Source: an optimization exercise on an open RTL-to-GDS flow (aim: small area and a short achievable clock period). Production flows keep margins and buffers that such runs may drop.
Where RTL was checked, it was by simulation tests only, not by an equivalence proof against the original.
No functional check of the RTL was part of runs 3 and 4.

### flow/config.mk
export PLATFORM = sky130hd
export DESIGN_NAME = conv_bn_act
export DESIGN_NICKNAME = conv_bn_act
export VERILOG_FILES = /design/flow/design.v
export SDC_FILE = /design/flow/constraint.sdc
export NUM_CORES = 4
export LEC_CHECK = 0
export CAP_MARGIN = 20
export CORE_MARGIN = 2
export CORE_UTILIZATION = 60
export SLEW_MARGIN = 20
### flow/constraint.sdc
create_clock -name core_clock -period 18.0 [get_ports {clk}]
set_input_delay 3.6000 -clock core_clock [delete_from_list [all_inputs] [get_ports {clk}]]
set_output_delay 3.6000 -clock core_clock [all_outputs]
set_load 0.01 [all_outputs]
### flow/design.v
module vector_alu (
    input  logic        clk,
    input  logic        rst_n,
    input  logic [15:0] in_data,
    input  logic        in_valid,
    output logic        in_ready,
    output logic [15:0] y,
    output logic [9:0]  y_lo,
    output logic        y_neg,
    output logic        y_valid,
    input  logic        enable_bn
);
    localparam logic [1:0] IDLE = 2'd0, LOAD_PARAMS = 2'd1, PROCESS = 2'd2, FINISH = 2'd3;
    logic [1:0]  current_state, next_state;
    logic [3:0]  load_count;
    logic        params_loaded;
    logic [15:0] bn_gamma, bn_beta, w4;
    logic [31:0] bn_g;      
    logic [31:0] bn_m;      
    logic        loading, take;
    logic        processing_valid;
    assign loading  = (current_state == LOAD_PARAMS);
    assign take     = (current_state == PROCESS) && in_valid;
    assign in_ready = (current_state != FINISH);
    always_comb begin
        next_state = current_state;
        case (current_state)
            IDLE:        if (in_valid) next_state = LOAD_PARAMS;
            LOAD_PARAMS: if (params_loaded) next_state = PROCESS;
            PROCESS:     if (!in_valid) next_state = FINISH;
            default: begin
                if (in_valid) next_state = PROCESS;
                else if (!y_valid) next_state = IDLE;
            end
        endcase
    end
    logic cnt3, take_w0, take_w4, op_g, op_m;
    assign cnt3    = loading && (load_count == 4'd3);
    assign take_w0 = loading && in_valid && (load_count == 4'd4);
    assign take_w4 = loading && in_valid && (load_count == 4'd8);
    always_ff @(posedge clk or negedge rst_n) begin
        if (!rst_n) begin
            current_state    <= IDLE;
            load_count       <= '0;
            params_loaded    <= 1'b0;
            w4               <= '0;
            processing_valid <= 1'b0;
            y_valid          <= 1'b0;
            op_g             <= 1'b0;
            op_m             <= 1'b0;
        end else begin
            current_state <= next_state;
            if (loading && in_valid && load_count != 4'd9)
                load_count <= load_count + 4'd1;
            if (take_w4)
                w4 <= in_data;
            if (load_count[3])
                params_loaded <= 1'b1;
            if (next_state == IDLE) begin
                load_count    <= '0;
                params_loaded <= 1'b0;
            end
            processing_valid <= take;
            y_valid          <= processing_valid;
            op_g             <= cnt3 || take_w4;
            op_m             <= take_w0;
        end
    end
    always_ff @(posedge clk) begin
        if (loading && in_valid) begin
            if (load_count == 4'd2) bn_gamma   <= in_data;
            if (load_count == 4'd3) bn_beta    <= in_data;
        end
    end
    logic [16:0] xs;
    logic [18:0] xe;
    logic [8:0]  b_one, b_two, b_neg;
    logic [31:0] bb_q, mt, prod, p_q;
    logic        bn_q, bn2_q;
    always_comb begin
        if (cnt3)         xs = {w4[15], w4};
        else if (take_w0) xs = {1'b0, bn_m[15:0]};
        else              xs = {in_data[15], in_data};
    end
    assign xe = {xs[16], xs, 1'b0};
    always_ff @(posedge clk) begin
        for (int j = 0; j < 9; j++) begin
            b_one[j] <= xe[2*j+1] ^ xe[2*j];
            b_two[j] <= (xe[2*j+2] & ~xe[2*j+1] & ~xe[2*j]) | (~xe[2*j+2] & xe[2*j+1] & xe[2*j]);
            b_neg[j] <= xe[2*j+2];
        end
        if (cnt3 || take_w0 || take_w4) bb_q <= {16'd0, bn_gamma};
        else if (enable_bn)             bb_q <= op_g ? prod : bn_g;
        else                            bb_q <= {{16{w4[15]}}, w4};
        bn_q <= take && enable_bn;
    end
    logic [31:0] rows [9];
    logic [31:0] negs;
    always_comb begin
        negs = '0;
        for (int j = 0; j < 9; j++) begin
            rows[j] = '0;
            for (int k = 2 * j; k < 32; k++)
                rows[j][k] = ((b_one[j] & bb_q[k-2*j]) | (b_two[j] & ((k > 2 * j) ? bb_q[(k-2*j+31)%32] : 1'b0))) ^ b_neg[j];
            negs[2*j] = b_neg[j];
        end
    end
    logic [31:0] bt;
    assign mt   = bn_q ? bn_m : 32'd0;
    assign bt   = bn_q ? {8'd0, bn_beta, 8'd0} : 32'd0;
    assign prod = rows[0] + rows[1] + rows[2] + rows[3] + rows[4] + rows[5] + rows[6]
                + rows[7] + rows[8] + negs - mt + bt;
    always_ff @(posedge clk) begin
        if (op_g) bn_g <= prod;
        if (op_m) bn_m <= prod;
        else if (loading && in_valid && load_count == 4'd0) bn_m <= {16'd0, in_data};
        p_q   <= prod;
        bn2_q <= bn_q;
    end
    logic        bn_sat, conv_ovf;
    assign bn_sat   = (|p_q[31:23]) | (p_q[23:8] < bn_beta);
    assign conv_ovf = ~((&p_q[31:15]) | ~(|p_q[31:15]));
    assign y_lo  = bn2_q ? p_q[17:8] : p_q[9:0];
    assign y_neg = !bn2_q && p_q[31];
    always_comb begin
        if (bn2_q)
            y = bn_sat ? 16'h7fff : {1'b0, p_q[22:8]};
        else if (conv_ovf)
            y = p_q[31] ? 16'h8000 : 16'h7fff;
        else
            y = p_q[15:0];
    end
endmodule
module activation_unit (
    input  logic        clk,
    input  logic        rst_n,
    input  logic [15:0] in_data,
    input  logic [9:0]  in_lo,       
    input  logic        in_neg,      
    input  logic        in_valid,
    output logic [15:0] out_data,
    output logic        out_valid,
    input  logic        use_relu
);
    logic signed [15:0] y;
    assign y = $signed(in_data);
    logic n, mid, hi;
    assign n   = y[15];
    assign mid = (y >= -16'sd767) && (y <= 16'sd768);
    assign hi  = (y >= 16'sd769) && (y <= 16'sd31999);
    logic [9:0]  a;
    logic        m;
    logic [20:0] sq, s;
    assign a = in_lo;
    assign m = in_neg;
    always_comb begin
        sq = '0;
        for (int i = 0; i < 10; i++) begin
            sq = sq + ({20'd0, a[i]} << (2 * i));
            for (int j = 0; j < 10; j++)
                if (j > i) sq = sq + ({20'd0, a[i] & a[j]} << (i + j + 1));
        end
    end
    assign s = sq + ({11'd0, a} << 9) + ({11'd0, a} << 8)
             - (m ? ({11'd0, a} << 11) : 21'd0) + {1'b0, m, 19'd0};
    logic [16:0] d1, d2;
    logic [15:0] q_hi;
    assign d1   = {1'b0, in_data} - 17'd10923;
    assign d2   = {1'b0, in_data} - 17'd21846;
    assign q_hi = !d2[16] ? d2[15:0] : !d1[16] ? d1[15:0] : in_data;
    logic [11:0] w;
    assign w = s[20:9];
    function automatic logic [1:0] add3(input logic [1:0] p, input logic [1:0] q);
        add3[0] = (~p[1] & ~p[0] & q[0]) | (p[0] & ~q[1] & ~q[0]) | (p[1] & q[1]);
        add3[1] = (~p[1] & ~p[0] & q[1]) | (p[1] & ~q[1] & ~q[0]) | (p[0] & q[0]);
    endfunction
    logic [1:0] t [5][13];   
    always_comb begin
        for (int i = 0; i < 13; i++)
            t[0][i] = (i == 12) ? 2'd0 : (i % 2) ? {w[i], 1'b0} : {1'b0, w[i]};
        for (int l = 1; l < 3; l++)
            for (int i = 0; i < 13; i++)
                t[l][i] = (i + (1 << (l - 1)) < 13) ? add3(t[l-1][i], t[l-1][(i + (1 << (l - 1))) % 13]) : t[l-1][i];
    end
    logic [1:0]  t2_q [11];
    logic [9:0]  w_q;
    logic [15:0] v_q;
    logic        msel_q, n_q;
    always_ff @(posedge clk) begin
        for (int i = 0; i < 11; i++)
            t2_q[i] <= t[2][i+1];
        w_q    <= w[9:0];
        n_q    <= m;
        msel_q <= !use_relu && mid;
        v_q    <= use_relu ? (n ? 16'd0 : in_data) : (hi ? q_hi : 16'd0);
    end
    always_ff @(posedge clk or negedge rst_n) begin
        if (!rst_n) out_valid <= 1'b0;
        else        out_valid <= in_valid;
    end
    logic [1:0] u [3][13];   
    logic [1:0] r [13];      
    logic [9:0] d3;
    always_comb begin
        u[0][0]  = 2'd0;     
        u[0][12] = 2'd0;
        for (int i = 1; i < 12; i++)
            u[0][i] = t2_q[i-1];
        for (int l = 1; l < 3; l++)
            for (int i = 0; i < 13; i++)
                u[l][i] = (i + (1 << (l + 1)) < 13) ? add3(u[l-1][i], u[l-1][(i + (1 << (l + 1))) % 13]) : u[l-1][i];
        for (int i = 0; i < 13; i++)
            r[i] = (i % 2) ? {u[2][i][0], u[2][i][1]} : u[2][i];
        for (int i = 0; i < 10; i++)
            d3[i] = r[i+1][1] | (r[i+1][0] & w_q[i]);
    end
    assign out_data = msel_q ? {n_q ? 6'h0a : 6'h00, n_q ? 2'b10 : d3[9:8], d3[7:0]} : v_q;
endmodule
module conv_bn_act #(
    parameter DATA_WIDTH = 16
)(
    input  logic                  clk,
    input  logic                  rst_n,
    input  logic [DATA_WIDTH-1:0] in_data,
    input  logic                  in_valid,
    output logic                  in_ready,
    output logic [DATA_WIDTH-1:0] out_data,
    output logic                  out_valid,
    input  logic                  enable_bn,
    input  logic                  use_relu          
);
    logic [15:0] valu_y;
    logic [9:0]  valu_y_lo;
    logic        valu_y_neg;
    logic        valu_y_valid;
    vector_alu valu_inst (
        .clk      (clk),
        .rst_n    (rst_n),
        .in_data  (in_data),
        .in_valid (in_valid),
        .in_ready (in_ready),
        .y        (valu_y),
        .y_lo     (valu_y_lo),
        .y_neg    (valu_y_neg),
        .y_valid  (valu_y_valid),
        .enable_bn(enable_bn)
    );
    activation_unit act_inst (
        .clk      (clk),
        .rst_n    (rst_n),
        .in_data  (valu_y),
        .in_lo    (valu_y_lo),
        .in_neg   (valu_y_neg),
        .in_valid (valu_y_valid),
        .out_data (out_data),
        .out_valid(out_valid),
        .use_relu (use_relu)
    );
endmodule
### flow/flow/run.sh
#!/bin/bash
# Standard synthesis, then inverters around full adders folded into the adders'
# polarity (flow/invfold.py), then the standard layout from floorplan on, with
# timing repair aiming at a setup slack of SETUP_SLACK_MARGIN.
set -euo pipefail
export SETUP_SLACK_MARGIN=11.5
here=$(pwd)
bash standard.sh synth > "$here/synth.log" 2>&1
R=orfs/results/${FLOW_PLATFORM}/conv_bn_act/base
cp "$R/1_2_yosys.v" "$here/1_2_yosys.std.v"
python3 flow/invfold.py "$here/1_2_yosys.std.v" "$R/1_2_yosys.v" > "$here/invfold.log" 2>&1
rm -f "$R/1_synth.odb" "$R/1_synth.sdc"
bash standard.sh > "$here/layout.log" 2>&1
### flow/flow/invfold.py
#!/usr/bin/env python3
"""Remove inverters around sky130 full adders by flipping adder polarity.

A full adder is self-dual: inverting its three inputs inverts both outputs.
When flipping an adder lets more inverters go than it needs, the adder is
flipped. usage: invfold.py IN.v OUT.v
"""
import re, sys, collections

src = open(sys.argv[1]).read()
cell_re = re.compile(r'^\s*(sky130_fd_sc_hd__\w+)\s+(\S+)\s*\((.*?)\);\n', re.S | re.M)
pin_re = re.compile(r'\.(\w+)\(([^()]*)\)')
OUTS = {'X', 'Y', 'Q', 'Q_N', 'SUM', 'COUT', 'HI', 'LO'}

cells = collections.OrderedDict()
first = None
last = None
for m in cell_re.finditer(src):
    if first is None:
        first = m.start()
    last = m.end()
    cells[m.group(2)] = {'type': m.group(1),
                         'pins': collections.OrderedDict((p, n.strip()) for p, n in pin_re.findall(m.group(3)))}
head = src[:first]
# drop attribute lines just before the first cell
head = re.sub(r'(\s*\(\*[^\n]*\*\)\s*)+$', '\n', head)
tail = src[last:]
tail = tail[tail.index('endmodule'):]
body_between = src[first:last]
assert 'assign' not in body_between

ports = set()
for m in re.finditer(r'^\s*(input|output)\s+(?:\[[^\]]*\]\s*)?(\S+);', head, re.M):
    ports.add(m.group(2))
def is_port(n):
    return n.split('[')[0].strip() in ports or n.startswith("1'") 

drv = {}
loads = collections.defaultdict(set)
def index(name):
    c = cells[name]
    for p, n in c['pins'].items():
        if p in OUTS:
            drv[n] = (name, p)
        else:
            loads[n].add((name, p))
def unindex(name):
    c = cells[name]
    for p, n in c['pins'].items():
        if p in OUTS:
            if drv.get(n) == (name, p):
                del drv[n]
        else:
            loads[n].discard((name, p))
for name in cells:
    index(name)

def is_inv(name):
    return cells[name]['type'].startswith('sky130_fd_sc_hd__inv_')

newid = [0]
def fresh_net():
    newid[0] += 1
    return '_ifold_n%d_' % newid[0]
def fresh_cell():
    newid[0] += 1
    return '_ifold_c%d_' % newid[0]
new_wires = []

def inv_of(n):
    """an existing inverter whose input is n, or None"""
    for (c, p) in loads[n]:
        if is_inv(c) and p == 'A':
            return c
    return None

def plan(fa):
    """gain of flipping adder fa"""
    c = cells[fa]
    gain = 0
    freed = collections.Counter()
    need = set()
    for p in ('A', 'B', 'CIN'):
        n = c['pins'][p]
        d = drv.get(n)
        if d and is_inv(d[0]):
            freed[d[0]] += 1
        elif inv_of(n) is None:
            need.add(n)
    for j, k in freed.items():
        # inverter j goes if all its loads are pins of this adder
        if len(loads[cells[j]['pins']['Y']]) == k and not is_port(cells[j]['pins']['Y']):
            gain += 1
    gain -= len(need)
    for p in ('SUM', 'COUT'):
        o = c['pins'][p]
        invs = [cc for (cc, pp) in loads[o] if is_inv(cc) and pp == 'A']
        others = [x for x in loads[o] if not (is_inv(x[0]) and x[1] == 'A')]
        if is_port(o):
            others.append(('port', ''))
        gain += len(invs)
        if others:
            gain -= 1
        if sum(1 for j in invs if is_port(cells[j]['pins']['Y'])) > 1:
            return -99
    return gain

def add_inv(a, y):
    name = fresh_cell()
    cells[name] = {'type': 'sky130_fd_sc_hd__inv_1', 'pins': collections.OrderedDict([('A', a), ('Y', y)])}
    index(name)
    return name

def rename_loads(old, new):
    for (cc, pp) in list(loads[old]):
        unindex(cc)
        cells[cc]['pins'][pp] = new
        index(cc)

def remove_cell(name):
    unindex(name)
    del cells[name]

def flip(fa):
    c = cells[fa]
    # inputs
    for p in ('A', 'B', 'CIN'):
        n = c['pins'][p]
        d = drv.get(n)
        if d and is_inv(d[0]):
            z = cells[d[0]]['pins']['A']
        else:
            j = inv_of(n)
            if j is None:
                z = fresh_net(); new_wires.append(z)
                add_inv(n, z)
            else:
                z = cells[j]['pins']['Y']
        unindex(fa); c['pins'][p] = z; index(fa)
        if d and is_inv(d[0]) and not loads[n] and not is_port(n):
            remove_cell(d[0])
    # outputs
    for p in ('SUM', 'COUT'):
        o = c['pins'][p]
        invs = [cc for (cc, pp) in loads[o] if is_inv(cc) and pp == 'A']
        invs.sort(key=lambda j: not is_port(cells[j]['pins']['Y']))
        if invs:
            w = cells[invs[0]]['pins']['Y']
            for j in invs:
                wj = cells[j]['pins']['Y']
                remove_cell(j)
                if wj != w:
                    rename_loads(wj, w)
            target = w
        else:
            target = fresh_net(); new_wires.append(target)
        unindex(fa); c['pins'][p] = target; index(fa)
        if loads[o] or is_port(o):
            add_inv(target, o)

changed = True
total = 0
while changed:
    changed = False
    for fa in list(cells):
        if fa in cells and cells[fa]['type'].startswith('sky130_fd_sc_hd__fa_'):
            g = plan(fa)
            if g > 0:
                flip(fa)
                total += g
                changed = True

out = [head.rstrip('\n') + '\n']
for w in new_wires:
    out.append('  wire %s;\n' % w)
for name, c in cells.items():
    pins = ',\n'.join('    .%s(%s)' % (p, n if not n.startswith('\\') else n + ' ') for p, n in c['pins'].items())
    nm = name if not name.startswith('\\') else name
    out.append('  %s %s (\n%s\n  );\n' % (c['type'], nm, pins))
out.append(tail)
open(sys.argv[2], 'w').write(''.join(out))
ninv = sum(1 for c in cells.values() if c['type'].startswith('sky130_fd_sc_hd__inv_'))
print('invfold: removed %d inverters net, %d inverters left' % (total, ninv), file=sys.stderr)
### flow/standard.sh
#!/bin/bash
# synth_recipe.tcl (not shown) runs the flow's synth.tcl, then flattens the netlist and writes it again
# the make line also repeats each setting of config.mk as NAME=value (left out here)
make -C /OpenROAD-flow-scripts/flow DESIGN_CONFIG=/design/flow/config.mk WORK_HOME=/design/flow/orfs CLKGATE_MAP_FILE= SYNTH_SCRIPT=/design/flow/synth_recipe.tcl "${@:-finish}"
==> impl_metrics.tcl, run 1 <==
set metrics [dict create \
    drtIter0Drc 1627 \
    clockBufferDepth 3 \
    fmax_mhz 158 \
    h-tree-depth 1 \
    via_per_inst 6.32 \
    final_common_cell "fa_1" \
    tns_ns 0 \
    wl_per_cell_um 24.0 \
    route.met3.wl_um 6590 \
    cp_data_required_time_ns 14.40 \
    cts_buffers 28 \
    period_share_pct 35.2 \
    placed_cells 2888 \
    hold_class "reg2reg" \
    max-slew-margin-rel_pct 31.5 \
    drc 0 \
    critPathKind "reg2out" \
    placed_cell_area_mm2 0.0249 \
    hold_viol 0 \
    wl_met2_um 31800 \
    nets 2838 \
    die-area_mm2 0.0421 \
    regArea_mm2 0.00618 \
    place_ws_ns 10.90 \
    r2r_slack_ns 11.71 \
    grt_setup_unrepaired "true" \
    dieHeight_um 205 \
    cts_hold_buffers 0 \
    gp_congestion 0.951 \
    synth_area_mm2 0.0243 \
    grt_pass1_vias 18100 \
    start_util_pct 61.0 \
    start_kind "flop" \
    design_area_mm2 0.0262 \
    final.min_clock_period_ns 6.33 \
    hold_start "valu_inst.processing_valid" \
    most-common-layout-cells "fa_1, xnor2_1, nand2_1" \
    insertion_delay_ns 0.60 \
    port_buffers 38 \
    status "finished clean" \
    grt_pass1_wl_um 108000 \
    cts_sinks 265 \
    grt_usage_pct 33.8 \
    rows 73 \
    syn_to_final_growth_pct 8.01 \
    timing.rr.start "valu_inst.b_one[2]" \
    stdcell_count 2951 \
    clockRootBuffer "clkbuf_16" \
    syn_nets 2898 \
    diodes 0 \
    max_slew.worst_pin.slew_ns 1.02 \
    hpwl_um 54000 \
    endpoint_kind "output port" \
    skew_ns 0.0418 \
    antenna_found_initial 0 \
    post-route-util_pct 65.9 \
    cts_tree "yes" \
    maxCapViolCount 0 \
    die_w_um 205 \
    vias 18600 \
    multiInputGateArea_mm2 0.0171 \
    synth_cells 2464 \
    wl_um 70800 \
    syn_avg_cell_area_um2 9.86 \
    worst_ep_arrival_time_ns 2.73 \
    grt_max_degree 50 \
    ff2ff_path_depth 20 \
    crit_fanout 7 \
    core_mm2 0.0398 \
    rr_endpoint "valu_inst.bn_m[30]" \
    pin_count 39 \
    crit_start "act_inst.t2_q[4][0]" \
    layout-drive-gt1-share_pct 10.4 \
    cts.clk_slew.worst_paths_ns 0.06 \
    setup_slack_ns 11.67 \
    min_to "valu_inst.y_valid" \
    fillers 3247 \
    top_layer "met4" \
    setup_viol 0 \
    yosysWarnings 7 \
    whs_path_depth 0 \
    maxSlewViolCount 0 \
    grt-ovfl-total 0 \
    drtPass1Iterations 9 \
    ant_nets 0 \
    wl_met1_um 30600 \
]
==> worst max path at each step <==
stage                               end  slack, ns
floorplan            valu_inst.bn_m[30]      11.55
global placement     valu_inst.bn_m[30]      11.02
detailed placement   valu_inst.bn_m[30]      10.90
CTS                  valu_inst.bn_m[30]      11.54
global route        act_inst.t2_q[7][0]      11.47
finish                      out_data[0]      11.67
==> sequential cells by signal, indices dropped and copies added, names as in the netlist, 16 cells and up <==
register,flops
valu_inst.bb_q,32
valu_inst.bn_g,32
valu_inst.bn_m,32
valu_inst.p_q,32
act_inst.t2_q,21
act_inst.v_q,16
valu_inst.bn_beta,16
valu_inst.bn_gamma,16
valu_inst.w4,16
==> critical path, cell delays in order, from the launching register on <==
cell,delay [ns]
dfxtp_1,0.47
inv_1,0.12
nor3_1,0.28
a21o_1,0.12
a22o_1,0.11
a21oi_1,0.04
o21ai_0,0.09
a21oi_1,0.12
a21oi_1,0.21
clkdlybuf4s50_1,0.57
==> per-stage QoR <==
step | hold WS (ns)
after detailed placement | 0.347
after global placement | 0.337
final | 0.349
after global routing | 0.365
after floorplan | 0.331
after CTS | 0.351
==> area by class of cell <==
cell class | count | area share [%]
multi-input cells | 1864 | 65.0
flip-flops and latches | 265 | 23.6
repair buffers | 77 | 2.85
clock buffers | 31 | 2.71
well taps | 525 | 2.50
inverters | 168 | 2.42
clock inverters | 21 | 0.939
==> per-layer routing <==
metal | vias to the layer above | track usage, %
met5 | - | 0
met4 | 0 | 8.76
met3 | 92 | 6.89
met2 | 810 | 52.0
met1 | 9359 | 48.8
li1 | 8378 | -
==> what timing repair did <==
| action | in CTS | in global routing |
|---|---|---|
| setup endpoints to repair | 65 | 20 |
| hold endpoints to repair | 0 | 0 |
| setup buffers | 0 | 9 |
| pin swaps | 0 | 6 |
| gates cloned | 0 | 1 |
| resized for setup | 44 | 55 |
==> inputs of run 2 (changes only) <==
--- a/flow/design.v
+++ b/flow/design.v
@@ -114,5 +114,5 @@
         if (op_g) bn_g <= prod;
         if (op_m) bn_m <= prod;
-        else if (loading && in_valid && load_count == 4'd0) bn_m <= {16'd0, in_data};
+        else if (loading && in_valid && load_count == 4'd0) bn_m[15:0] <= in_data;
         p_q   <= prod;
         bn2_q <= bn_q;
--- a/flow/flow/run.sh
+++ b/flow/flow/run.sh
@@ -4,5 +4,5 @@
 # timing repair aiming at a setup slack of SETUP_SLACK_MARGIN.
 set -euo pipefail
-export SETUP_SLACK_MARGIN=11.5
+export SETUP_SLACK_MARGIN=11.8
 here=$(pwd)
 bash standard.sh synth > "$here/synth.log" 2>&1
--- a/flow/config.mk
+++ b/flow/config.mk
@@ -8,4 +8,4 @@
 export CAP_MARGIN = 20
 export CORE_MARGIN = 2
-export CORE_UTILIZATION = 60
+export CORE_UTILIZATION = 40
 export SLEW_MARGIN = 20
==> impl_metrics.tcl, run 2 <==
set metrics [dict create \
    port_buffers 38 \
    most-common-layout-cells "fa_1, nand2_1, xnor2_1" \
    vias 18500 \
    setup_viol 0 \
    grt_setup_unrepaired "true" \
    h-tree-depth 1 \
    cp_slowest_cell "fa_1" \
    layout-drive-gt1-share_pct 14.3 \
    gp_congestion 0.928 \
    cts_hold_buffers 0 \
    final.min_clock_period_ns 6.08 \
    crit_chain "buf_12, a22oi_2, xor2_1, fa_1, inv_1, fa_1, fa_1, fa_1, fa_1, ha_4, a21o_1, a21o_1, a21o_1, a21oi_2, a211oi_4, nor2_2, or2_4, a31oi_2, o41ai_2, xnor2_1, mux2_2, o21ba_2" \
    cts.clk_slew.worst_paths_ns 0.06 \
    cp.depth 22 \
    yosysWarnings 7 \
    worst-path-buf-inv 2 \
    skew_ns 0.0269 \
    ff2ff_path_depth 22 \
    start_kind "flop" \
    timing.hold.ws_ns 0.351 \
    cp_data_required_time_ns 18.49 \
    regArea_mm2 0.00625 \
    grt_pass1_vias 18700 \
    die_w_um 250 \
    ant_nets 0 \
    whs_path_depth 0 \
    period_share_pct 33.8 \
    grt_max_degree 50 \
    endpoint_kind "flop" \
    synth_area_mm2 0.0241 \
    final_common_cell "fa_1" \
    pin_count 39 \
    tns_ns 0 \
    grt-ovfl-total 0 \
    wl_um 71000 \
    via_per_inst 5.70 \
    cts_tree "yes" \
    maxSlewViolCount 0 \
    wl_per_cell_um 21.9 \
    drtIter0Drc 1610 \
    multiInputGateArea_mm2 0.0171 \
    critPathKind "reg2reg" \
    cts_buffers 31 \
    cts_sinks 265 \
    crit_family "adder cells" \
    grt_pass1_wl_um 108000 \
    syn_to_final_growth_pct 13.3 \
    syn_avg_cell_area_um2 9.89 \
    hold_viol 0 \
    worst_ep_arrival_time_ns 6.57 \
    nets 2870 \
    fmax_mhz 165 \
    synth_cells 2438 \
    status "finished clean" \
    drc 0 \
    start_util_pct 40.2 \
    rows 90 \
    clockRootBuffer "clkbuf_16" \
    dieHeight_um 250 \
    placed_cell_area_mm2 0.0250 \
    grt_usage_pct 22.0 \
    design_area_mm2 0.0273 \
    antenna_found_initial 2 \
    max_slew.worst_pin.slew_ns 0.964 \
    hold_class "reg2reg" \
    syn_nets 2872 \
    max-slew-margin-rel_pct 35.7 \
    path_common_cell "fa_1" \
    max_stage_delay_ns 0.59 \
    fillers 5576 \
    clockBufferDepth 3 \
    crit_fanout 16 \
    maxCapViolCount 0 \
    drtPass1Iterations 6 \
    die-area_mm2 0.0623 \
    hpwl_um 51600 \
    insertion_delay_ns 0.62 \
    core_mm2 0.0600 \
]
[run 2: through the flow]
stage	util (%)	setup WS, ns	std cells
after floorplan	-	11.81	2438
after global placement	41.6	10.89	3118
after detailed placement	41.6	10.84	3118
after CTS	44.0	11.80	3189
after global routing	45.5	11.67	3243
final	45.5	11.92	3244
[run 2: final timing paths]
path / startpoint / endpoint / slack, ns
min reg2reg: valu_inst.processing_valid / valu_inst.y_valid / 0.35
max reg2reg: valu_inst.b_one[0] / valu_inst.bb_q[30] / 11.92
max: valu_inst.b_one[0] / valu_inst.bb_q[30] / 11.92
min: valu_inst.processing_valid / valu_inst.y_valid / 0.35
max in group asynchronous: rst_n / valu_inst.w4[15] / 14.31
min in group asynchronous: rst_n / valu_inst.w4[7] / 3.37
[run 2: metal layers]
metal / routed length (um) / share of wire [%] / up-vias / global-route usage [%]
met3: 4380 / 6.2 / 154 / 2.67
met1: 29900 / 42 / 9258 / 29.0
met4: 2780 / 3.9 / 0 / 7.81
met5: 0 / 0 / - / 0
li1: - / - / 8398 / -
met2: 34000 / 48 / 682 / 37.1
[run 2: area by class of cell]
cell class	count	area share, %
multi-input cells	1848	62.8
clock buffers	42	3.26
flip-flops and latches	265	22.9
clock inverters	16	0.426
repair buffers	124	4.79
diodes	1	0.00916
well taps	782	3.58
inverters	166	2.30
[run 2: what timing repair did]
action                                  CTS  global route
buffers inserted                         12            50
resized for setup                       102            94
gates cloned                              1             4
endpoints found under the setup margin   87            36
pin swaps                                 0            38
==> inputs of run 3 (changes only) <==
--- a/flow/design.v
+++ b/flow/design.v
@@ -95,15 +95,13 @@
         bn_q <= take && enable_bn;
     end
-    logic [31:0] rows [9];
-    logic [31:0] negs;
-    always_comb begin
-        negs = '0;
-        for (int j = 0; j < 9; j++) begin
-            rows[j] = '0;
-            for (int k = 2 * j; k < 32; k++)
-                rows[j][k] = ((b_one[j] & bb_q[k-2*j]) | (b_two[j] & ((k > 2 * j) ? bb_q[(k-2*j+31)%32] : 1'b0))) ^ b_neg[j];
-            negs[2*j] = b_neg[j];
-        end
-    end
+    logic [8:0][31:0] rows;
+    logic [31:0]      negs;
+    for (genvar j = 0; j < 9; j++) begin : g_rows
+        assign rows[j] = ((({32{b_one[j]}} & bb_q) | ({32{b_two[j]}} & (bb_q << 1)))
+                          ^ {32{b_neg[j]}}) << (2 * j);
+        assign negs[2*j]   = b_neg[j];
+        assign negs[2*j+1] = 1'b0;
+    end
+    assign negs[31:18] = '0;
     logic [31:0] bt;
     assign mt   = bn_q ? bn_m : 32'd0;
@@ -154,12 +152,10 @@
     assign a = in_lo;
     assign m = in_neg;
-    always_comb begin
-        sq = '0;
-        for (int i = 0; i < 10; i++) begin
-            sq = sq + ({20'd0, a[i]} << (2 * i));
-            for (int j = 0; j < 10; j++)
-                if (j > i) sq = sq + ({20'd0, a[i] & a[j]} << (i + j + 1));
-        end
-    end
+    logic [9:0][20:0] sqrow;
+    for (genvar i = 0; i < 10; i++) begin : g_sq
+        assign sqrow[i] = ({20'd0, a[i]} << (2 * i)) | ((a[i] ? {11'd0, a >> (i + 1)} : 21'd0) << (2 * i + 2));
+    end
+    assign sq = sqrow[0] + sqrow[1] + sqrow[2] + sqrow[3] + sqrow[4]
+              + sqrow[5] + sqrow[6] + sqrow[7] + sqrow[8] + sqrow[9];
     assign s = sq + ({11'd0, a} << 9) + ({11'd0, a} << 8)
              - (m ? ({11'd0, a} << 11) : 21'd0) + {1'b0, m, 19'd0};
@@ -171,23 +167,22 @@
     logic [11:0] w;
     assign w = s[20:9];
-    function automatic logic [1:0] add3(input logic [1:0] p, input logic [1:0] q);
-        add3[0] = (~p[1] & ~p[0] & q[0]) | (p[0] & ~q[1] & ~q[0]) | (p[1] & q[1]);
-        add3[1] = (~p[1] & ~p[0] & q[1]) | (p[1] & ~q[1] & ~q[0]) | (p[0] & q[0]);
+    localparam logic [12:0] EVEN = 13'b0_0101_0101_0101;
+    logic [12:0] t0a, t0b, t1a, t1b, t2a, t2b;
+    function automatic logic [25:0] add3v(input logic [12:0] p0, input logic [12:0] p1,
+                                          input logic [12:0] q0, input logic [12:0] q1);
+        add3v[12:0]  = (~p1 & ~p0 & q0) | (p0 & ~q1 & ~q0) | (p1 & q1);
+        add3v[25:13] = (~p1 & ~p0 & q1) | (p1 & ~q1 & ~q0) | (p0 & q0);
     endfunction
-    logic [1:0] t [5][13];   
-    always_comb begin
-        for (int i = 0; i < 13; i++)
-            t[0][i] = (i == 12) ? 2'd0 : (i % 2) ? {w[i], 1'b0} : {1'b0, w[i]};
-        for (int l = 1; l < 3; l++)
-            for (int i = 0; i < 13; i++)
-                t[l][i] = (i + (1 << (l - 1)) < 13) ? add3(t[l-1][i], t[l-1][(i + (1 << (l - 1))) % 13]) : t[l-1][i];
-    end
-    logic [1:0]  t2_q [11];
+    assign t0a = {1'b0, w} & EVEN;
+    assign t0b = {1'b0, w} & ~EVEN;
+    assign {t1b, t1a} = add3v(t0a, t0b, t0a >> 1, t0b >> 1);
+    assign {t2b, t2a} = add3v(t1a, t1b, t1a >> 2, t1b >> 2);
+    logic [11:1] t2a_q, t2b_q;      
     logic [9:0]  w_q;
     logic [15:0] v_q;
     logic        msel_q, n_q;
     always_ff @(posedge clk) begin
-        for (int i = 0; i < 11; i++)
-            t2_q[i] <= t[2][i+1];
+        t2a_q  <= t2a[11:1];
+        t2b_q  <= t2b[11:1];
         w_q    <= w[9:0];
         n_q    <= m;
@@ -199,20 +194,14 @@
         else        out_valid <= in_valid;
     end
-    logic [1:0] u [3][13];   
-    logic [1:0] r [13];      
-    logic [9:0] d3;
-    always_comb begin
-        u[0][0]  = 2'd0;     
-        u[0][12] = 2'd0;
-        for (int i = 1; i < 12; i++)
-            u[0][i] = t2_q[i-1];
-        for (int l = 1; l < 3; l++)
-            for (int i = 0; i < 13; i++)
-                u[l][i] = (i + (1 << (l + 1)) < 13) ? add3(u[l-1][i], u[l-1][(i + (1 << (l + 1))) % 13]) : u[l-1][i];
-        for (int i = 0; i < 13; i++)
-            r[i] = (i % 2) ? {u[2][i][0], u[2][i][1]} : u[2][i];
-        for (int i = 0; i < 10; i++)
-            d3[i] = r[i+1][1] | (r[i+1][0] & w_q[i]);
-    end
+    logic [12:0] t3a, t3b, t4a, t4b, r0, r1;
+    logic [9:0]  d3;
+    logic [12:0] t2ar, t2br;
+    assign t2ar = {1'b0, t2a_q, 1'b0};
+    assign t2br = {1'b0, t2b_q, 1'b0};
+    assign {t3b, t3a} = add3v(t2ar, t2br, t2ar >> 4, t2br >> 4);
+    assign {t4b, t4a} = add3v(t3a, t3b, t3a >> 8, t3b >> 8);
+    assign r0 = (t4a & EVEN) | (t4b & ~EVEN);
+    assign r1 = (t4b & EVEN) | (t4a & ~EVEN);
+    assign d3 = r1[10:1] | (r0[10:1] & w_q);
     assign out_data = msel_q ? {n_q ? 6'h0a : 6'h00, n_q ? 2'b10 : d3[9:8], d3[7:0]} : v_q;
 endmodule
==> impl_metrics.tcl, run 3 <==
set metrics [dict create \
    status "finished clean" \
    drtIter0Drc 1654 \
    skew_ns 0.0467 \
    max_stage_delay_ns 0.68 \
    die-area_mm2 0.0620 \
    die_w_um 249 \
    max-slew-margin-rel_pct 47.0 \
    start_kind "flop" \
    crit_chain "or4b_2, a41oi_1, clkdlybuf4s50_1" \
    h-tree-depth 1 \
    syn_avg_cell_area_um2 9.94 \
    max_slew.worst_pin.slew_ns 0.795 \
    cts_tree "yes" \
    grt_pass1_wl_um 103000 \
    worst-path-buf-inv 1 \
    final_common_cell "fa_1" \
    post-route-util_pct 46.1 \
    crit_family "simple AND/OR/NAND/NOR gates" \
    grt_setup_unrepaired "true" \
    fillers 5497 \
    fmax_mhz 163 \
    cp.depth 3 \
    cp_slowest_cell "or4b_2" \
    timing.rr.start "valu_inst.bn2_q" \
    core_mm2 0.0591 \
    endpoint "out_data[2]" \
    tns_ns 0 \
    cp_data_required_time_ns 14.40 \
    placed_cell_area_mm2 0.0249 \
    grt-ovfl-total 0 \
    hold_viol 0 \
    start_util_pct 40.6 \
    ff2ff_path_depth 22 \
    maxSlewViolCount 0 \
    gp_congestion 0.916 \
    grt_pass1_vias 18200 \
    period_share_pct 34.1 \
    synth_cells 2415 \
    placed_cells 3089 \
    cts_hold_buffers 0 \
    antenna_found_initial 1 \
    grt_usage_pct 20.8 \
    pin_count 39 \
    ant_nets 0 \
    grt_max_degree 50 \
    vias 18200 \
    rr_endpoint "act_inst.t2a_q[8]" \
    crit_fanout 8 \
    setup_viol 0 \
    port_buffers 38 \
    synth_area_mm2 0.0240 \
    most-common-layout-cells "fa_1, nand2_1, a22oi_1" \
    critPathKind "reg2out" \
    stdcell_count 3218 \
    yosysWarnings 2 \
    cts.clk_slew.worst_paths_ns 0.06 \
    via_per_inst 5.64 \
    hold_class "reg2reg" \
    wl_per_cell_um 21.0 \
    syn_nets 2844 \
    insertion_delay_ns 0.62 \
    diodes 0 \
    worst_ep_arrival_time_ns 2.54 \
    design_area_mm2 0.0273 \
    r2r_slack_ns 11.97 \
    maxCapViolCount 0 \
    nets 2849 \
    hpwl_um 49600 \
    final.min_clock_period_ns 6.14 \
    clockBufferDepth 3 \
    endpoint_kind "output port" \
    drc 0 \
    crit_start "act_inst.t2b_q[11]" \
    cts_sinks 265 \
    rows 89 \
    layout-drive-gt1-share_pct 15.0 \
    wl_um 67500 \
    syn_to_final_growth_pct 13.5 \
    dieHeight_um 249 \
    cts_buffers 31 \
    drtPass1Iterations 5 \
    clockRootBuffer "clkbuf_16" \
]
==> run 3: layout make-up <==
class | instances | area (um^2) | area share (%)
multi-input cells | 1829 | 17000 | 62.5
flip-flops and latches | 265 | 6220 | 22.8
well taps | 773 | 967 | 3.55
clock inverters | 17 | 249 | 0.913
clock buffers | 41 | 843 | 3.09
repair buffers | 133 | 1340 | 4.91
inverters | 160 | 609 | 2.23
==> run 3: what timing repair did <==
item,CTS,global route
endpoints found under the setup margin,84,22
gates cloned,1,5
gates resized for setup,93,88
setup buffers,11,54
pin swaps,4,19
==> run 3: per-layer routing <==
layer / vias up / track usage (%) / routed length (um)
met5: - / 0 / 12
met4: 2 / 5.66 / 2290
met3: 131 / 3.41 / 4610
met2: 672 / 33.7 / 30800
met1: 9027 / 28.9 / 29800
li1: 8323 / - / -
==> run 3: stage by stage <==
stage,setup slack [ns],hold slack (ns)
2_1_floorplan,11.75,0.331
3_3_place_gp,10.94,0.336
3_5_place_dp,10.80,0.337
4_1_cts,11.76,0.351
5_1_grt,11.66,0.360
6_report,11.86,0.347
==> run 3: worst min path at each step <==
stage | startpoint | endpoint | slack (ns) | depth (start not counted)
CTS | valu_inst.processing_valid | valu_inst.y_valid | 0.35 | 0
detailed placement | valu_inst.processing_valid | valu_inst.y_valid | 0.34 | 0
global route | valu_inst.processing_valid | valu_inst.y_valid | 0.36 | 0
finish | valu_inst.processing_valid | valu_inst.y_valid | 0.35 | 0
floorplan | valu_inst.processing_valid | valu_inst.y_valid | 0.33 | 0
global placement | valu_inst.processing_valid | valu_inst.y_valid | 0.34 | 0
==> inputs of run 4 (changes only) <==
--- a/flow/design.v
+++ b/flow/design.v
@@ -73,21 +73,25 @@
         end
     end
-    logic [16:0] xs;
-    logic [18:0] xe;
-    logic [8:0]  b_one, b_two, b_neg;
+    logic [15:0] xs;
+    logic        xs_uns;
+    logic [16:0] xe;
+    logic [7:0]  b_one, b_two, b_neg;
+    logic        x_hi;
     logic [31:0] bb_q, mt, prod, p_q;
     logic        bn_q, bn2_q;
     always_comb begin
-        if (cnt3)         xs = {w4[15], w4};
-        else if (take_w0) xs = {1'b0, bn_m[15:0]};
-        else              xs = {in_data[15], in_data};
-    end
-    assign xe = {xs[16], xs, 1'b0};
-    always_ff @(posedge clk) begin
-        for (int j = 0; j < 9; j++) begin
+        xs_uns = 1'b0;
+        if (cnt3)         xs = w4;
+        else if (take_w0) begin xs = bn_m[15:0]; xs_uns = 1'b1; end
+        else              xs = in_data;
+    end
+    assign xe = {xs, 1'b0};
+    always_ff @(posedge clk) begin
+        for (int j = 0; j < 8; j++) begin
             b_one[j] <= xe[2*j+1] ^ xe[2*j];
             b_two[j] <= (xe[2*j+2] & ~xe[2*j+1] & ~xe[2*j]) | (~xe[2*j+2] & xe[2*j+1] & xe[2*j]);
             b_neg[j] <= xe[2*j+2];
         end
+        x_hi <= xs_uns && xs[15];
         if (cnt3 || take_w0 || take_w4) bb_q <= {16'd0, bn_gamma};
         else if (enable_bn)             bb_q <= op_g ? prod : bn_g;
@@ -97,5 +101,5 @@
     logic [8:0][31:0] rows;
     logic [31:0]      negs;
-    for (genvar j = 0; j < 9; j++) begin : g_rows
+    for (genvar j = 0; j < 8; j++) begin : g_rows
         assign rows[j] = ((({32{b_one[j]}} & bb_q) | ({32{b_two[j]}} & (bb_q << 1)))
                           ^ {32{b_neg[j]}}) << (2 * j);
@@ -103,5 +107,6 @@
         assign negs[2*j+1] = 1'b0;
     end
-    assign negs[31:18] = '0;
+    assign rows[8]     = {x_hi ? bb_q[15:0] : 16'd0, 16'd0};
+    assign negs[31:16] = '0;
     logic [31:0] bt;
     assign mt   = bn_q ? bn_m : 32'd0;
@@ -160,9 +165,6 @@
     assign s = sq + ({11'd0, a} << 9) + ({11'd0, a} << 8)
              - (m ? ({11'd0, a} << 11) : 21'd0) + {1'b0, m, 19'd0};
-    logic [16:0] d1, d2;
     logic [15:0] q_hi;
-    assign d1   = {1'b0, in_data} - 17'd10923;
-    assign d2   = {1'b0, in_data} - 17'd21846;
-    assign q_hi = !d2[16] ? d2[15:0] : !d1[16] ? d1[15:0] : in_data;
+    assign q_hi = in_data - ((y >= 16'sd21846) ? 16'd21846 : (y >= 16'sd10923) ? 16'd10923 : 16'd0);
     logic [11:0] w;
     assign w = s[20:9];
==> impl_metrics.tcl, run 4 <==
set metrics [dict create \
    stdcell_count 3193 \
    grt_setup_unrepaired "true" \
    regArea_mm2 0.00622 \
    rows 89 \
    cts_tree "yes" \
    diodes 0 \
    hold_class "reg2reg" \
    timing.hold.ws_ns 0.347 \
    core_mm2 0.0589 \
    die-area_mm2 0.0615 \
    start_kind "flop" \
    grt_pass1_vias 17800 \
    hold_start "valu_inst.processing_valid" \
    tns_ns 0 \
    endpoint_kind "flop" \
    clockRootBuffer "clkbuf_16" \
    syn_to_final_growth_pct 14.6 \
    gp_congestion 0.899 \
    multiInputGateArea_mm2 0.0170 \
    wl_um 66800 \
    final.min_clock_period_ns 6.23 \
    cp_data_required_time_ns 18.45 \
    antenna_found_initial 2 \
    critPathKind "reg2reg" \
    start_util_pct 40.4 \
    fmax_mhz 161 \
    maxCapViolCount 0 \
    grt_usage_pct 20.9 \
    whs_path_depth 0 \
    max-slew-margin-rel_pct 22.2 \
    cts.clk_slew.worst_paths_ns 0.06 \
    maxSlewViolCount 0 \
    timing.rr.start "valu_inst.bn2_q" \
    cts_hold_buffers 0 \
    insertion_delay_ns 0.60 \
    syn_nets 2814 \
    synth_cells 2385 \
    worst_ep_arrival_time_ns 6.68 \
    placed_cells 3056 \
    dieHeight_um 248 \
    grt_pass1_wl_um 101000 \
    grt-ovfl-total 0 \
    crit_fanout 7 \
    grt_max_degree 50 \
    hold_viol 0 \
    status "finished clean" \
    die_w_um 248 \
    crit_start "valu_inst.bn2_q" \
    port_buffers 38 \
    hpwl_um 48700 \
    clockBufferDepth 3 \
    most-common-layout-cells "fa_1, a22oi_1, xnor2_1" \
    drtIter0Drc 1530 \
    syn_avg_cell_area_um2 9.98 \
    layout-drive-gt1-share_pct 16.3 \
    fillers 5451 \
    ff2ff_path_depth 25 \
    cts_sinks 264 \
    synth_area_mm2 0.0238 \
    pin_count 39 \
    period_share_pct 34.6 \
    drtPass1Iterations 6 \
    cts_buffers 31 \
    ant_nets 0 \
    skew_ns 0.0458 \
    drc 0 \
    vias 17800 \
    h-tree-depth 1 \
    wl_per_cell_um 20.9 \
    nets 2824 \
    via_per_inst 5.59 \
    max_slew.worst_pin.slew_ns 1.16 \
    final_common_cell "fa_1" \
    setup_viol 0 \
    yosysWarnings 2 \
]
==> run 4: timing repair <==
item / 4_1_cts / 5_1_grt
setup buffers: 22 / 52
gates cloned: 0 / 5
endpoints found under the setup margin: 81 / 24
pin swaps: 8 / 45
resized for setup: 127 / 101
==> run 4: through the flow <==
| stage | area, um^2 | utilization [%] | worst slack (ns) |
|---|---|---|---|
| after floorplan | 23900 | - | 11.76 |
| after global placement | 24700 | 41.9 | 10.87 |
| after detailed placement | 24700 | 41.9 | 10.67 |
| after CTS | 26300 | 44.7 | 11.70 |
| after global routing | 27300 | 46.3 | 11.57 |
| final | 27300 | 46.3 | 11.77 |
==> run 4: layout make-up <==
cell class                 count  share of cell area (%)
clock buffer                  41                    3.13
clock inverter                17                   0.844
inverter                     177                    2.50
multi-input combinational   1785                    62.4
sequential                   264                    22.8
tap                          773                    3.55
timing repair buffer         136                    4.79
==> run 4: per-layer routing <==
| layer | share of wire, % | vias up | wire length, um | track usage (%) |
|---|---|---|---|---|
| met5 | 0.019 | - | 13 | 0 |
| met4 | 3.1 | 2 | 2090 | 5.76 |
| met3 | 7.7 | 122 | 5150 | 4.37 |
| met2 | 46 | 627 | 30500 | 33.9 |
| met1 | 43 | 8844 | 29000 | 28.3 |
| li1 | - | 8249 | - | - |
==> run 4: path summary, 6_finish.rpt <==
check / to / slack [ns]
setup / recovery: act_inst.t2b_q[8] / 11.77
hold / removal: valu_inst.y_valid / 0.35
setup reg to reg: act_inst.t2b_q[8] / 11.77
hold reg to reg: valu_inst.y_valid / 0.35
max in group asynchronous: act_inst.out_valid / 14.32
min in group asynchronous: valu_inst.w4[15] / 3.38
==> run 4: worst max-delay path, cell delays in order, from the launching register on <==
cell and delay (ns):
dfxtp_4 0.42, buf_6 0.16, nand2b_4 0.15, clkinvlp_4 0.13, and2_4 0.16, fa_1 0.52
inv_2 0.04, fa_1 0.56, fa_1 0.45, fa_1 0.48, ha_2 0.21, or3_4 0.38
o211a_4 0.27, o31ai_4 0.25, a21boi_2 0.09, o21a_1 0.22, o21a_4 0.23, a21o_1 0.20
inv_2 0.09, ha_4 0.21, nor4b_4 0.13, a41oi_2 0.21, o21ai_1 0.10, o21ai_1 0.13
o21ai_1 0.07, a221o_1 0.26
==> inputs of run 5 (changes only) <==
--- a/flow/design.v
+++ b/flow/design.v
@@ -171,13 +171,10 @@
     localparam logic [12:0] EVEN = 13'b0_0101_0101_0101;
     logic [12:0] t0a, t0b, t1a, t1b, t2a, t2b;
-    function automatic logic [25:0] add3v(input logic [12:0] p0, input logic [12:0] p1,
-                                          input logic [12:0] q0, input logic [12:0] q1);
-        add3v[12:0]  = (~p1 & ~p0 & q0) | (p0 & ~q1 & ~q0) | (p1 & q1);
-        add3v[25:13] = (~p1 & ~p0 & q1) | (p1 & ~q1 & ~q0) | (p0 & q0);
-    endfunction
     assign t0a = {1'b0, w} & EVEN;
     assign t0b = {1'b0, w} & ~EVEN;
-    assign {t1b, t1a} = add3v(t0a, t0b, t0a >> 1, t0b >> 1);
-    assign {t2b, t2a} = add3v(t1a, t1b, t1a >> 2, t1b >> 2);
+    assign t1a = (~t0b & ~t0a & (t0a >> 1)) | (t0a & ~(t0b >> 1) & ~(t0a >> 1)) | (t0b & (t0b >> 1));
+    assign t1b = (~t0b & ~t0a & (t0b >> 1)) | (t0b & ~(t0b >> 1) & ~(t0a >> 1)) | (t0a & (t0a >> 1));
+    assign t2a = (~t1b & ~t1a & (t1a >> 2)) | (t1a & ~(t1b >> 2) & ~(t1a >> 2)) | (t1b & (t1b >> 2));
+    assign t2b = (~t1b & ~t1a & (t1b >> 2)) | (t1b & ~(t1b >> 2) & ~(t1a >> 2)) | (t1a & (t1a >> 2));
     logic [11:1] t2a_q, t2b_q;      
     logic [9:0]  w_q;
@@ -196,14 +193,20 @@
         else        out_valid <= in_valid;
     end
-    logic [12:0] t3a, t3b, t4a, t4b, r0, r1;
+    logic [12:0] t3a, t3b, t4a, t4b;
     logic [9:0]  d3;
     logic [12:0] t2ar, t2br;
     assign t2ar = {1'b0, t2a_q, 1'b0};
     assign t2br = {1'b0, t2b_q, 1'b0};
-    assign {t3b, t3a} = add3v(t2ar, t2br, t2ar >> 4, t2br >> 4);
-    assign {t4b, t4a} = add3v(t3a, t3b, t3a >> 8, t3b >> 8);
-    assign r0 = (t4a & EVEN) | (t4b & ~EVEN);
-    assign r1 = (t4b & EVEN) | (t4a & ~EVEN);
-    assign d3 = r1[10:1] | (r0[10:1] & w_q);
+    assign t3a = (~t2br & ~t2ar & (t2ar >> 4)) | (t2ar & ~(t2br >> 4) & ~(t2ar >> 4)) | (t2br & (t2br >> 4));
+    assign t3b = (~t2br & ~t2ar & (t2br >> 4)) | (t2br & ~(t2br >> 4) & ~(t2ar >> 4)) | (t2ar & (t2ar >> 4));
+    assign t4a = (~t3b & ~t3a & (t3a >> 8)) | (t3a & ~(t3b >> 8) & ~(t3a >> 8)) | (t3b & (t3b >> 8));
+    assign t4b = (~t3b & ~t3a & (t3b >> 8)) | (t3b & ~(t3b >> 8) & ~(t3a >> 8)) | (t3a & (t3a >> 8));
+    for (genvar i = 0; i < 10; i++) begin : g_d3
+        if (i % 2) begin : g_even      
+            assign d3[i] = t4b[i+1] | (t4a[i+1] & w_q[i]);
+        end else begin : g_odd
+            assign d3[i] = t4a[i+1] | (t4b[i+1] & w_q[i]);
+        end
+    end
     assign out_data = msel_q ? {n_q ? 6'h0a : 6'h00, n_q ? 2'b10 : d3[9:8], d3[7:0]} : v_q;
 endmodule
--- a/flow/flow/run.sh
+++ b/flow/flow/run.sh
@@ -4,5 +4,5 @@
 # timing repair aiming at a setup slack of SETUP_SLACK_MARGIN.
 set -euo pipefail
-export SETUP_SLACK_MARGIN=11.8
+export SETUP_SLACK_MARGIN=11.6
 here=$(pwd)
 bash standard.sh synth > "$here/synth.log" 2>&1
==> impl_metrics.tcl, run 5 <==
set metrics [dict create \
    cts_tree "yes" \
    period_share_pct 34.9 \
    grt_pass1_wl_um 100000 \
    syn_avg_cell_area_um2 9.88 \
    crit_fanout 9 \
    layout-drive-gt1-share_pct 10.4 \
    tns_ns 0 \
    worst-path-buf-inv 1 \
    port_buffers 38 \
    grt_setup_unrepaired "false" \
    antenna_found_initial 4 \
    critPathKind "reg2out" \
    place_ws_ns 11.11 \
    crit_chain "nor2_1, a22oi_1, o32ai_1, nand2_1, o211ai_1, a2111oi_4, a21oi_1, clkdlybuf4s50_1" \
    drc 0 \
    most-common-layout-cells "fa_1, a22oi_1, inv_1" \
    wl_um 63700 \
    skew_ns 0.0328 \
    hold_class "reg2reg" \
    status "finished clean" \
    via_per_inst 5.51 \
    cts_hold_buffers 0 \
    final.min_clock_period_ns 6.28 \
    maxSlewViolCount 0 \
    setup_slack_ns 11.72 \
    clockRootBuffer "clkbuf_16" \
    maxCapViolCount 0 \
    fmax_mhz 159 \
    die-area_mm2 0.0615 \
    diodes 0 \
    rows 89 \
    die_w_um 248 \
    worst_ep_arrival_time_ns 2.68 \
    grt_max_degree 50 \
    max_stage_delay_ns 0.51 \
    gp_congestion 0.899 \
    insertion_delay_ns 0.60 \
    max-slew-margin-rel_pct 33.5 \
    cts.clk_slew.worst_paths_ns 0.06 \
    hold_viol 0 \
    ant_nets 0 \
    drtPass1Iterations 5 \
    syn_nets 2840 \
    nets 2781 \
    dieHeight_um 248 \
    yosysWarnings 2 \
    start_kind "flop" \
    core_mm2 0.0589 \
    clockBufferDepth 3 \
    pin_count 39 \
    grt_usage_pct 20.6 \
    stdcell_count 3147 \
    wl_per_cell_um 20.2 \
    cts_buffers 29 \
    placed_cells 3085 \
    cp_slowest_cell "clkdlybuf4s50_1" \
    grt-ovfl-total 0 \
    setup_viol 0 \
    cts_sinks 264 \
    endpoint_kind "output port" \
    cp_data_required_time_ns 14.40 \
    vias 17300 \
    crit_family "compound AO/OA/AOI/OAI gates" \
    synth_cells 2411 \
    max_slew.worst_pin.slew_ns 0.997 \
    grt_pass1_vias 17800 \
    drtIter0Drc 1167 \
    final_common_cell "fa_1" \
    h-tree-depth 1 \
    hpwl_um 48900 \
    start_util_pct 40.4 \
    syn_to_final_growth_pct 9.45 \
    synth_area_mm2 0.0238 \
]
[run 5: layer usage]
| metal | share of wire, % | wire length [um] | global-route usage, % |
|---|---|---|---|
| met5 | 0.020 | 13 | 0 |
| met4 | 2.7 | 1740 | 5.27 |
| met3 | 5.5 | 3490 | 2.31 |
| met2 | 46 | 29600 | 34.5 |
| met1 | 45 | 28900 | 28.5 |
[run 5: worst reg2reg max path, cell delays in order (launching register included)]
cell     delay, ns
dfxtp_2       0.64
a22oi_1       0.20
xor2_1        0.20
fa_1          0.52
fa_1          0.55
inv_1         0.05
fa_1          0.45
fa_1          0.51
fa_1          0.42
ha_1          0.35
a21o_1        0.18
a21o_1        0.17
a21oi_1       0.20
o21ai_0       0.17
a21oi_4       0.19
o31ai_1       0.13
a31o_2        0.28
a21o_1        0.18
a21oi_1       0.17
xnor2_1       0.18
nand2_1       0.10
a31oi_1       0.18
[run 5: area by class of cell]
class,count,area [um^2]
fill,5491,32800
timing repair buffer,64,614
clock buffer,40,860
clock inverter,13,169
sequential,264,6160
multi-input combinational,1796,16600
tap,773,967
inverter,197,748
[run 5: path summary, 6_finish.rpt]
kind,slack (ns),cells after the start,startpoint,to
min reg2reg,0.37,0,valu_inst.processing_valid,valu_inst.y_valid
max,11.72,8,act_inst.t2a_q[9],out_data[0]
max in group asynchronous,14.28,2,rst_n,act_inst.out_valid
min in group asynchronous,3.40,2,rst_n,valu_inst.load_count[2]
min,0.37,0,valu_inst.processing_valid,valu_inst.y_valid
max reg2reg,11.86,21,valu_inst.bb_q[9],valu_inst.bb_q[30]
[run 5: per-stage QoR]
step	util (%)	hold slack, ns	cell area (um^2)
after floorplan	-	0.331	23800
after global placement	42.0	0.339	24700
after detailed placement	42.0	0.346	24700
after CTS	43.8	0.374	25800
after global routing	44.3	0.399	26100
final	44.3	0.371	26100
[run 5: timing repair]
| action | in CTS | in global routing |
|---|---|---|
| buffers inserted | 0 | 9 |
| resized for setup | 34 | 52 |
| pin swaps | 0 | 1 |
| endpoints found under the setup margin | 39 | 28 |
==> inputs of run 6 (changes only) <==
--- a/flow/flow/run.sh
+++ b/flow/flow/run.sh
@@ -4,5 +4,5 @@
 # timing repair aiming at a setup slack of SETUP_SLACK_MARGIN.
 set -euo pipefail
-export SETUP_SLACK_MARGIN=11.6
+export SETUP_SLACK_MARGIN=11.8
 here=$(pwd)
 bash standard.sh synth > "$here/synth.log" 2>&1
==> impl_metrics.tcl, run 6 <==
set metrics [dict create \
    fmax_mhz 165 \
    die-area_mm2 0.0615 \
    tns_ns 0 \
    cts_tree "yes" \
    via_per_inst 5.50 \
    hpwl_um 48900 \
    status "finished clean" \
    wl_um 63900 \
    drc 0 \
    skew_ns 0.0388 \
    whs_path_depth 0 \
    ant_nets 0 \
    min_to "valu_inst.y_valid" \
    clockBufferDepth 3 \
    gp_congestion 0.899 \
    max_stage_delay_ns 0.42 \
    rows 89 \
    clockRootBuffer "clkbuf_16" \
    final_common_cell "fa_1" \
    layout-drive-gt1-share_pct 11.5 \
    timing.rr.start "valu_inst.b_one[2]" \
    syn_nets 2840 \
    synth_cells 2411 \
    crit_fanout 9 \
    core_mm2 0.0589 \
    crit_family "compound AO/OA/AOI/OAI gates" \
    ff2ff_path_depth 22 \
    cts_buffers 29 \
    diodes 0 \
    cts.clk_slew.worst_paths_ns 0.06 \
    rr_endpoint "valu_inst.bb_q[30]" \
    period_share_pct 33.7 \
    place_ws_ns 11.11 \
    port_buffers 38 \
    vias 17400 \
    antenna_found_initial 4 \
    cp_slowest_cell "a2111oi_4" \
    pin_count 39 \
    design_area_mm2 0.0263 \
    die_w_um 248 \
    cp.depth 7 \
    hold_class "reg2reg" \
    placed_cell_area_mm2 0.0247 \
    start_util_pct 40.4 \
    max_slew.worst_pin.slew_ns 1.05 \
    dieHeight_um 248 \
    worst-path-buf-inv 1 \
    start_kind "flop" \
    most-common-layout-cells "fa_1, a22oi_1, inv_1" \
    syn_avg_cell_area_um2 9.88 \
    wl_per_cell_um 20.2 \
    worst_ep_arrival_time_ns 2.47 \
    syn_to_final_growth_pct 10.5 \
    synth_area_mm2 0.0238 \
    insertion_delay_ns 0.61 \
    drtIter0Drc 1146 \
    setup_viol 0 \
    final.min_clock_period_ns 6.07 \
    critPathKind "reg2out" \
    maxSlewViolCount 0 \
    cp_data_required_time_ns 14.40 \
    endpoint_kind "output port" \
    hold_viol 0 \
    grt-ovfl-total 0 \
    hold_start "valu_inst.processing_valid" \
    r2r_slack_ns 12.05 \
    h-tree-depth 1 \
    grt_setup_unrepaired "true" \
    grt_max_degree 50 \
    grt_pass1_wl_um 101000 \
    crit_chain "nand2b_1, o21ai_0, a22oi_1, o211ai_1, a2111oi_4, a21oi_1, dlygate4sd2_1" \
    drtPass1Iterations 5 \
    nets 2791 \
    grt_usage_pct 20.8 \
    maxCapViolCount 0 \
    yosysWarnings 2 \
    grt_pass1_vias 17800 \
    setup_slack_ns 11.93 \
    fillers 5458 \
    max-slew-margin-rel_pct 30.1 \
    cts_sinks 264 \
]
## run 6: layout make-up
type,count,area (um^2),share of cell area [%]
multi-input cells,1796,16600,63.3
flip-flops and latches,264,6200,23.6
well taps,773,967,3.68
clock buffers,40,860,3.27
inverters,197,756,2.87
repair buffers,74,718,2.73
clock inverters,13,169,0.642
## run 6: what timing repair did
item                       4_1_cts  5_1_grt
hold buffers                     0        0
buffers inserted                 5       14
setup endpoints to repair       61       28
pin swaps                        1        5
resized for setup               64       72
## run 6: worst max-delay path by stage
| stage | end | slack (ns) | startpoint |
|---|---|---|---|
| floorplan | valu_inst.bb_q[30] | 11.88 | valu_inst.b_neg[6] |
| global placement | valu_inst.bb_q[30] | 11.18 | valu_inst.b_two[0] |
| detailed placement | valu_inst.bb_q[21] | 11.11 | valu_inst.b_one[1] |
| CTS | valu_inst.bb_q[21] | 11.84 | valu_inst.bb_q[3] |
| global route | act_inst.t2b_q[8] | 11.77 | valu_inst.bn2_q |
| finish | out_data[0] | 11.93 | act_inst.t2b_q[1] |
## run 6: metal layers
layer	GRT usage, %	wire length [um]	vias to the layer above	share of wire, %
li1	-	-	8110	-
met1	28.6	28900	8640	45
met2	34.6	29900	536	47
met3	2.29	3430	87	5.4
met4	5.64	1660	2	2.6
met5	0	13	-	0.020
## run 6: per-stage QoR
step / util [%] / hold slack (ns) / cells
after global placement: 42.0 / 0.339 / 3085
after CTS: 44.1 / 0.374 / 3143
final: 44.7 / 0.375 / 3157
after detailed placement: 42.0 / 0.346 / 3085
after floorplan: - / 0.331 / 2411
after global routing: 44.7 / 0.398 / 3157
==> inputs of run 7 (changes only) <==
--- a/flow/flow/run.sh
+++ b/flow/flow/run.sh
@@ -4,5 +4,5 @@
 # timing repair aiming at a setup slack of SETUP_SLACK_MARGIN.
 set -euo pipefail
-export SETUP_SLACK_MARGIN=11.8
+export SETUP_SLACK_MARGIN=12.0
 here=$(pwd)
 bash standard.sh synth > "$here/synth.log" 2>&1
==> impl_metrics.tcl, run 7 <==
set metrics [dict create \
    status "finished clean" \
    antenna_found_initial 1 \
    most-common-layout-cells "fa_1, a22oi_1, inv_1" \
    synth_area_mm2 0.0238 \
    drc 0 \
    syn_to_final_growth_pct 11.3 \
    cts_sinks 264 \
    wl_um 65100 \
    fillers 5449 \
    start_kind "flop" \
    worst_ep_arrival_time_ns 2.26 \
    fmax_mhz 171 \
    final_common_cell "fa_1" \
    timing.hold.ws_ns 0.354 \
    cts_tree "yes" \
    max_slew.worst_pin.slew_ns 0.989 \
    drtPass1Iterations 5 \
    die_w_um 248 \
    wl_per_cell_um 20.5 \
    hold_viol 0 \
    ant_nets 0 \
    setup_viol 0 \
    hold_class "reg2reg" \
    gp_congestion 0.910 \
    h-tree-depth 1 \
    pin_count 39 \
    start_util_pct 40.4 \
    maxCapViolCount 0 \
    die-area_mm2 0.0615 \
    endpoint_kind "output port" \
    grt_max_degree 50 \
    yosysWarnings 2 \
    core_mm2 0.0589 \
    clockBufferDepth 3 \
    tns_ns 0 \
    critPathKind "reg2out" \
    max-slew-margin-rel_pct 34.1 \
    skew_ns 0.0168 \
    grt-ovfl-total 0 \
    cts.clk_slew.worst_paths_ns 0.07 \
    drtIter0Drc 1199 \
    grt_setup_unrepaired "true" \
    vias 17500 \
    clockRootBuffer "clkbuf_16" \
    via_per_inst 5.50 \
    layout-drive-gt1-share_pct 13.2 \
    hpwl_um 48700 \
    grt_pass1_wl_um 101000 \
    synth_cells 2411 \
    grt_usage_pct 21.0 \
    port_buffers 38 \
    final.min_clock_period_ns 5.86 \
    syn_nets 2840 \
    nets 2803 \
    maxSlewViolCount 0 \
    crit_fanout 9 \
    cts_buffers 30 \
    period_share_pct 32.6 \
    syn_avg_cell_area_um2 9.88 \
    rows 89 \
    insertion_delay_ns 0.59 \
    dieHeight_um 248 \
    cts_hold_buffers 0 \
    grt_pass1_vias 17800 \
    cp_data_required_time_ns 14.40 \
]
run 7: final timing paths:
kind | from | endpoint | slack [ns] | depth (start not counted)
worst min-delay path | valu_inst.processing_valid | valu_inst.y_valid | 0.35 | 0
worst max-delay path | act_inst.t2a_q[9] | out_data[0] | 12.14 | 9
worst min register to register | valu_inst.processing_valid | valu_inst.y_valid | 0.35 | 0
max in group asynchronous | rst_n | valu_inst.w4[15] | 14.26 | 2
worst max register to register | valu_inst.b_one[1] | valu_inst.bb_q[30] | 12.17 | 20
min in group asynchronous | rst_n | valu_inst.w4[2] | 3.42 | 2
run 7: final cells by class:
class	instances	area (um^2)	area share (%)
diodes	1	2.50	0.00943
clock inverters	19	199	0.750
flip-flops and latches	264	6210	23.4
multi-input cells	1796	16800	63.3
inverters	197	754	2.84
well taps	773	967	3.65
repair buffers	85	813	3.07
clock buffers	37	797	3.00
run 7: through the flow:
stage | instance area, um^2 | util, % | instances | setup WS, ns
6_report | 26500 | 45.0 | 3172 | 12.14
5_1_grt | 26500 | 45.0 | 3171 | 11.93
4_1_cts | 26000 | 44.1 | 3150 | 11.91
2_1_floorplan | 23800 | - | 2411 | 12.02
3_5_place_dp | 24700 | 42.0 | 3088 | 11.05
3_3_place_gp | 24700 | 42.0 | 3088 | 11.24
run 7: routing by layer:
metal  up-vias  track usage (%)  routed length (um)
met5         -                0                  12
met4         2             6.13                1870
met3       107             3.42                4210
met2       575             34.7               30300
met1      8639             28.2               28800
li1       8133                -                   -
run 7: critical path, cell delays in order (launching register included):
cell,delay [ns]
dfxtp_4,0.41
nor2_1,0.09
a22oi_1,0.16
o32ai_1,0.12
nand2_1,0.08
o211ai_1,0.10
a2111oi_2,0.32
buf_4,0.19
a21oi_1,0.06
buf_2,0.16
run 7: timing repair:
action                     CTS  global route
gates resized for setup     88            92
buffers inserted             6            21
hold endpoints to repair     0             0
pin swaps                    1            16
setup endpoints to repair   83            40

[re-timing with driven ports]
The results above use ideal ports. As a check the final layouts listed here were re-extracted and re-timed, cells and wires unchanged. Step 1: set_driving_cell puts a clkbuf_16 on clk and a buf_2 on each other input, an assumption about the parent block. Step 2 adds t to the input delays and takes it off the output delays; t is the mean of the earliest and latest rising clock arrival at the registers after step 1. Input paths then give back, and output paths get back, about the clock's delay inside the block. a / b / c = ideal ports / drivers / drivers and shift; a / b = the first two.
run | shift t [ns] | slack for setup (ns) | worst setup path after step 2 | clock arrival spread, ns | slew at the worst register clock pin (ns)
run 1 | 0.638 | 11.672 / 11.612 / 11.336 | input to register | 0.042 / 0.042 | 0.07 / 0.07
run 2 | 0.669 | 11.921 / 11.896 / 11.573 | input to register | 0.027 / 0.027 | 0.07 / 0.07
run 3 | 0.657 | 11.863 / 11.806 / 11.592 | input to register | 0.046 / 0.046 | 0.07 / 0.07
run 4 | 0.638 | 11.773 / 11.773 / 11.708 | input to register | 0.046 / 0.046 | 0.06 / 0.06
run 5 | 0.645 | 11.720 / 11.660 / 11.522 | input to register | 0.033 / 0.033 | 0.07 / 0.07
run 6 | 0.647 | 11.929 / 11.869 / 11.520 | input to register | 0.039 / 0.039 | 0.07 / 0.07
run 7 | 0.644 | 12.138 / 12.076 / 11.657 | input to register | 0.018 / 0.018 | 0.07 / 0.07
After both steps setup and hold are still met in every run listed. For run 7, which loses most, drivers alone change the setup slack by -0.062 ns; drivers and shift together by -0.481 ns.
